Background: an optimization exercise with open tools, aiming at small area and a short achievable clock period. Do not read the settings as production practice.
Function was checked by simulation only, so behaviour that the tests miss may differ from the original.

==> 07-01: inputs <==
Design intt4point, start of the top module:
module intt4point(
    input clk, rst,
    input [15:0] in0, in1, in2, in3,
    output [15:0] out0, out1, out2, out3
);
==> flow/config.mk <==
export PLATFORM = sky130hd
export DESIGN_NAME = intt4point
export DESIGN_NICKNAME = intt4point
export VERILOG_FILES = /design/flow/design.v
export SDC_FILE = /design/flow/constraint.sdc
export NUM_CORES = 4
export LEC_CHECK = 0
export CAP_MARGIN = 20
export CORE_MARGIN = 2
export CORE_UTILIZATION = 40
export CTS_BUF_LIST = sky130_fd_sc_hd__clkbuf_4 sky130_fd_sc_hd__clkbuf_8
export SLEW_MARGIN = 20
export SYNTH_HIERARCHICAL = 1
export SYNTH_MINIMUM_KEEP_SIZE = 0
==> flow/constraint.sdc <==
create_clock -name core_clock -period 110.0 [get_ports {clk}]
set_input_delay 22.0000 -clock core_clock [delete_from_list [all_inputs] [get_ports {clk}]]
set_output_delay 22.0000 -clock core_clock [all_outputs]
set_load 0.01 [all_outputs]
standard.sh (not shown) runs the stock make flow with config.mk's settings and CLKGATE_MAP_FILE= SYNTH_SCRIPT=/design/flow/synth_recipe.tcl, a recipe that flattens the netlist after the stock synthesis.
==> flow/flow/run.sh <==
#!/bin/bash
set -e
export BUFFER_PORTS_ARGS="-buffer_cell sky130_fd_sc_hd__buf_1"
bash standard.sh > standard.log 2>&1
==> inputs of 02-18, as changes to 07-01 <==
--- a/flow/design.v
+++ b/flow/design.v
@@ -1,17 +1,18 @@
 module intt4point(
     input clk, rst,
     input [15:0] in0, in1, in2, in3,
     output [15:0] out0, out1, out2, out3
 );
   wire [12:0] z0, z1, z2, z3;
-  reg [14:0] rs0;
+  reg [12:0] rz0;
   reg [14:0] rs2;
   reg [12:0] rb;
   reg [12:0] rd;
+  wire [12:0] x0z;
   wire [12:0] dmz;
   wire [12:0] bmz;
   wire [12:0] g0 = in0[12:0] & {13{~rst}};
   wire [12:0] g1 = in1[12:0] & {13{~rst}};
   wire [12:0] g2 = in2[12:0] & {13{~rst}};
   wire [12:0] g3 = in3[12:0] & {13{~rst}};
   wire s1, c2;
@@ -271,39 +272,41 @@
   fa_m us249 (.a(s23), .b(i248), .c(c247), .s(s249), .co(c250));
   wire i251 = ~s51;
   wire s252, c253;
   fa_m us252 (.a(s25), .b(i251), .c(c250), .s(s252), .co(c253));
   wire i254 = ~c52;
   wire s255, c256;
   fa_m us255 (.a(c26), .b(i254), .c(c253), .s(s255), .co(c256));
-  wire [14:0] rs0_d = {c214, s213, s211, s209, s207, s205, s203, s201, s199, s197, s195, s193, s191, s189, s187};
+  wire s257, c258;
+  xn_m us257 (.a(s187), .b(s189), .y(s257));
+  or_m uc258 (.a(s187), .b(s189), .y(c258));
+  wire s259, c260;
+  ha_m us259 (.a(s187), .b(s205), .s(s259), .co(c260));
+  wire s261, c262;
+  fa_m us261 (.a(s189), .b(s207), .c(c260), .s(s261), .co(c262));
+  wire s263, c264;
+  ha_m us263 (.a(s209), .b(c262), .s(s263), .co(c264));
+  wire s265, c266;
+  ha_m us265 (.a(s211), .b(c264), .s(s265), .co(c266));
+  wire s267, c268;
+  fa_m us267 (.a(s213), .b(s187), .c(c266), .s(s267), .co(c268));
+  wire i269 = ~s257;
+  wire s270, c271;
+  fa_m us270 (.a(c214), .b(i269), .c(c268), .s(s270), .co(c271));
+  wire i272 = ~c258;
+  wire s273, c274;
+  xn_m us273 (.a(i272), .b(c271), .y(s273));
+  or_m uc274 (.a(i272), .b(c271), .y(c274));
+  wire [12:0] w275 = {s270, s267, s265, s263, s261, s259, s203, s201, s199, s197, s195, s193, s191};
+  assign x0z = s273 ? w275 + 13'd7681 : w275;
+  wire [12:0] rz0_d = {x0z[12], x0z[11], x0z[10], x0z[9], x0z[8], x0z[7], x0z[6], x0z[5], x0z[4], x0z[3], x0z[2], x0z[1], x0z[0]};
   wire [14:0] rs2_d = {c256, s255, s252, s249, s246, s243, s240, s237, s234, s231, s228, s225, s222, s219, s216};
   wire [12:0] rb_d = {bmz[12], bmz[11], bmz[10], bmz[9], bmz[8], bmz[7], bmz[6], bmz[5], bmz[4], bmz[3], bmz[2], bmz[1], bmz[0]};
   wire [12:0] rd_d = {dmz[12], dmz[11], dmz[10], dmz[9], dmz[8], dmz[7], dmz[6], dmz[5], dmz[4], dmz[3], dmz[2], dmz[1], dmz[0]};
-  wire i257 = ~rs0[1];
-  wire s258, c259;
-  ha_m us258 (.a(i257), .b(rs0[14]), .s(s258), .co(c259));
-  wire s260, c261;
-  ha_m us260 (.a(rs0[0]), .b(rs0[9]), .s(s260), .co(c261));
-  wire s262, c263;
-  fa_m us262 (.a(rs0[1]), .b(rs0[10]), .c(c261), .s(s262), .co(c263));
-  wire s264, c265;
-  ha_m us264 (.a(rs0[11]), .b(c263), .s(s264), .co(c265));
-  wire s266, c267;
-  ha_m us266 (.a(rs0[12]), .b(c265), .s(s266), .co(c267));
-  wire s268, c269;
-  fa_m us268 (.a(rs0[13]), .b(rs0[0]), .c(c267), .s(s268), .co(c269));
-  wire i270 = ~rs0[0];
-  wire s271, c272;
-  fa_m us271 (.a(i270), .b(s258), .c(c269), .s(s271), .co(c272));
-  wire s273, c274;
-  xn_m us273 (.a(c259), .b(c272), .y(s273));
-  or_m uc274 (.a(c259), .b(c272), .y(c274));
-  wire [12:0] w275 = {s271, s268, s266, s264, s262, s260, rs0[8], rs0[7], rs0[6], rs0[5], rs0[4], rs0[3], rs0[2]};
-  assign z0 = s273 ? w275 + 13'd7681 : w275;
+  assign z0 = rz0;
   wire i276 = ~rs2[1];
   wire s277, c278;
   xn_m us277 (.a(i276), .b(rs2[14]), .y(s277));
   or_m uc278 (.a(i276), .b(rs2[14]), .y(c278));
   wire i279 = ~rs2[7];
   wire s280, c281;
   ha_m us280 (.a(i279), .b(rs2[5]), .s(s280), .co(c281));
@@ -969,15 +972,15 @@
   wire i924 = ~s916;
   wire i925 = ~s918;
   wire i926 = ~s920;
   wire [12:0] w927 = {i926, i925, i924, s913, s910, s907, s904, s902, s899, s896, s893, s891, s889};
   wire i928 = ~s922;
   assign z3 = i928 ? w927 + 13'd7681 : w927;
   always @(posedge clk) begin
-    rs0 <= rs0_d;
+    rz0 <= rz0_d;
     rs2 <= rs2_d;
     rb <= rb_d;
     rd <= rd_d;
   end
   assign out0 = {3'b000, z0};
   assign out1 = {3'b000, z1};
   assign out2 = {3'b000, z2};
==> flow/flow/run.sh (replaced) <==
#!/bin/bash
set -e
export BUFFER_PORTS_ARGS="-buffer_cell sky130_fd_sc_hd__buf_1"
export SETUP_SLACK_MARGIN=79.0
bash standard.sh > standard.log 2>&1
- CTS_BUF_LIST: sky130_fd_sc_hd__clkbuf_4 sky130_fd_sc_hd__clkbuf_8 -> default
==> inputs of 09-11, as changes to 07-01 <==
==> flow/flow/run.sh (replaced) <==
#!/bin/bash
set -e
export BUFFER_PORTS_ARGS="-buffer_cell sky130_fd_sc_hd__buf_1"
export SETUP_SLACK_MARGIN=78
bash standard.sh > standard.log 2>&1
- CTS_BUF_LIST: sky130_fd_sc_hd__clkbuf_4 sky130_fd_sc_hd__clkbuf_8 -> default
==> inputs of 05-04, as changes to 07-01 <==
--- a/flow/design.v
+++ b/flow/design.v
@@ -1,17 +1,18 @@
 module intt4point(
     input clk, rst,
     input [15:0] in0, in1, in2, in3,
     output [15:0] out0, out1, out2, out3
 );
   wire [12:0] z0, z1, z2, z3;
-  reg [14:0] rs0;
+  reg [12:0] rz0;
   reg [14:0] rs2;
   reg [12:0] rb;
   reg [12:0] rd;
+  wire [12:0] x0z;
   wire [12:0] dmz;
   wire [12:0] bmz;
   wire [12:0] g0 = in0[12:0] & {13{~rst}};
   wire [12:0] g1 = in1[12:0] & {13{~rst}};
   wire [12:0] g2 = in2[12:0] & {13{~rst}};
   wire [12:0] g3 = in3[12:0] & {13{~rst}};
   wire s1, c2;
@@ -271,39 +272,41 @@
   fa_m us249 (.a(s23), .b(i248), .c(c247), .s(s249), .co(c250));
   wire i251 = ~s51;
   wire s252, c253;
   fa_m us252 (.a(s25), .b(i251), .c(c250), .s(s252), .co(c253));
   wire i254 = ~c52;
   wire s255, c256;
   fa_m us255 (.a(c26), .b(i254), .c(c253), .s(s255), .co(c256));
-  wire [14:0] rs0_d = {c214, s213, s211, s209, s207, s205, s203, s201, s199, s197, s195, s193, s191, s189, s187};
+  wire s257, c258;
+  xn_m us257 (.a(s187), .b(s189), .y(s257));
+  or_m uc258 (.a(s187), .b(s189), .y(c258));
+  wire s259, c260;
+  ha_m us259 (.a(s187), .b(s205), .s(s259), .co(c260));
+  wire s261, c262;
+  fa_m us261 (.a(s189), .b(s207), .c(c260), .s(s261), .co(c262));
+  wire s263, c264;
+  ha_m us263 (.a(s209), .b(c262), .s(s263), .co(c264));
+  wire s265, c266;
+  ha_m us265 (.a(s211), .b(c264), .s(s265), .co(c266));
+  wire s267, c268;
+  fa_m us267 (.a(s213), .b(s187), .c(c266), .s(s267), .co(c268));
+  wire i269 = ~s257;
+  wire s270, c271;
+  fa_m us270 (.a(c214), .b(i269), .c(c268), .s(s270), .co(c271));
+  wire i272 = ~c258;
+  wire s273, c274;
+  xn_m us273 (.a(i272), .b(c271), .y(s273));
+  or_m uc274 (.a(i272), .b(c271), .y(c274));
+  wire [12:0] w275 = {s270, s267, s265, s263, s261, s259, s203, s201, s199, s197, s195, s193, s191};
+  assign x0z = s273 ? w275 + 13'd7681 : w275;
+  wire [12:0] rz0_d = {x0z[12], x0z[11], x0z[10], x0z[9], x0z[8], x0z[7], x0z[6], x0z[5], x0z[4], x0z[3], x0z[2], x0z[1], x0z[0]};
   wire [14:0] rs2_d = {c256, s255, s252, s249, s246, s243, s240, s237, s234, s231, s228, s225, s222, s219, s216};
   wire [12:0] rb_d = {bmz[12], bmz[11], bmz[10], bmz[9], bmz[8], bmz[7], bmz[6], bmz[5], bmz[4], bmz[3], bmz[2], bmz[1], bmz[0]};
   wire [12:0] rd_d = {dmz[12], dmz[11], dmz[10], dmz[9], dmz[8], dmz[7], dmz[6], dmz[5], dmz[4], dmz[3], dmz[2], dmz[1], dmz[0]};
-  wire i257 = ~rs0[1];
-  wire s258, c259;
-  ha_m us258 (.a(i257), .b(rs0[14]), .s(s258), .co(c259));
-  wire s260, c261;
-  ha_m us260 (.a(rs0[0]), .b(rs0[9]), .s(s260), .co(c261));
-  wire s262, c263;
-  fa_m us262 (.a(rs0[1]), .b(rs0[10]), .c(c261), .s(s262), .co(c263));
-  wire s264, c265;
-  ha_m us264 (.a(rs0[11]), .b(c263), .s(s264), .co(c265));
-  wire s266, c267;
-  ha_m us266 (.a(rs0[12]), .b(c265), .s(s266), .co(c267));
-  wire s268, c269;
-  fa_m us268 (.a(rs0[13]), .b(rs0[0]), .c(c267), .s(s268), .co(c269));
-  wire i270 = ~rs0[0];
-  wire s271, c272;
-  fa_m us271 (.a(i270), .b(s258), .c(c269), .s(s271), .co(c272));
-  wire s273, c274;
-  xn_m us273 (.a(c259), .b(c272), .y(s273));
-  or_m uc274 (.a(c259), .b(c272), .y(c274));
-  wire [12:0] w275 = {s271, s268, s266, s264, s262, s260, rs0[8], rs0[7], rs0[6], rs0[5], rs0[4], rs0[3], rs0[2]};
-  assign z0 = s273 ? w275 + 13'd7681 : w275;
+  assign z0 = rz0;
   wire i276 = ~rs2[1];
   wire s277, c278;
   xn_m us277 (.a(i276), .b(rs2[14]), .y(s277));
   or_m uc278 (.a(i276), .b(rs2[14]), .y(c278));
   wire i279 = ~rs2[7];
   wire s280, c281;
   ha_m us280 (.a(i279), .b(rs2[5]), .s(s280), .co(c281));
@@ -969,15 +972,15 @@
   wire i924 = ~s916;
   wire i925 = ~s918;
   wire i926 = ~s920;
   wire [12:0] w927 = {i926, i925, i924, s913, s910, s907, s904, s902, s899, s896, s893, s891, s889};
   wire i928 = ~s922;
   assign z3 = i928 ? w927 + 13'd7681 : w927;
   always @(posedge clk) begin
-    rs0 <= rs0_d;
+    rz0 <= rz0_d;
     rs2 <= rs2_d;
     rb <= rb_d;
     rd <= rd_d;
   end
   assign out0 = {3'b000, z0};
   assign out1 = {3'b000, z1};
   assign out2 = {3'b000, z2};
==> flow/flow/run.sh (replaced) <==
#!/bin/bash
set -e
export BUFFER_PORTS_ARGS="-buffer_cell sky130_fd_sc_hd__buf_1"
export SETUP_SLACK_MARGIN=79.4
bash standard.sh > standard.log 2>&1
- CTS_BUF_LIST: sky130_fd_sc_hd__clkbuf_4 sky130_fd_sc_hd__clkbuf_8 -> default
==> summary of the runs <==
- The lowest design area belongs to 07-01, the highest to 05-04.
- Of 05-04 and 07-01, 07-01 has the higher critical path depth (gap 1).
- Die area: 07-01 is higher than 05-04 (0.35%).
- Setup slack, highest first: 05-04, 02-18, 09-11, 07-01.
- In final cell count, 05-04 and 02-18 hardly differ.

## static timing again, ports no longer ideal
Ports are ideal in the flow. The routed layouts listed here were re-timed in OpenROAD. Step 1, drivers: a clkbuf_16 drives clk and a buf_2 each remaining input, both assumed. Step 2 also shifts input and output timing later by t, the mid clock arrival at the registers, as if the neighbouring blocks saw the same clock. Slacks: ideal / step 1 / step 2; pairs: ideal / step 1.
run | shift t [ns] | slack for setup (ns) | worst data-port slew with drivers (ns) | cell pins on the clock port's net
07-01 | 0.352 | 78.846 / 78.811 / 79.164 | 0.07 | 1
02-18 | 0.329 | 79.399 / 79.360 / 79.221 | 0.04 | 1
09-11 | 0.333 | 78.881 / 78.842 / 79.175 | 0.07 | 1
05-04 | 0.329 | 79.689 / 79.650 / 79.438 | 0.04 | 1
After both steps every run listed still meets setup and hold. The setup slack of 05-04, which loses most, moves by -0.039 ns with the drivers and by -0.251 ns with both steps.
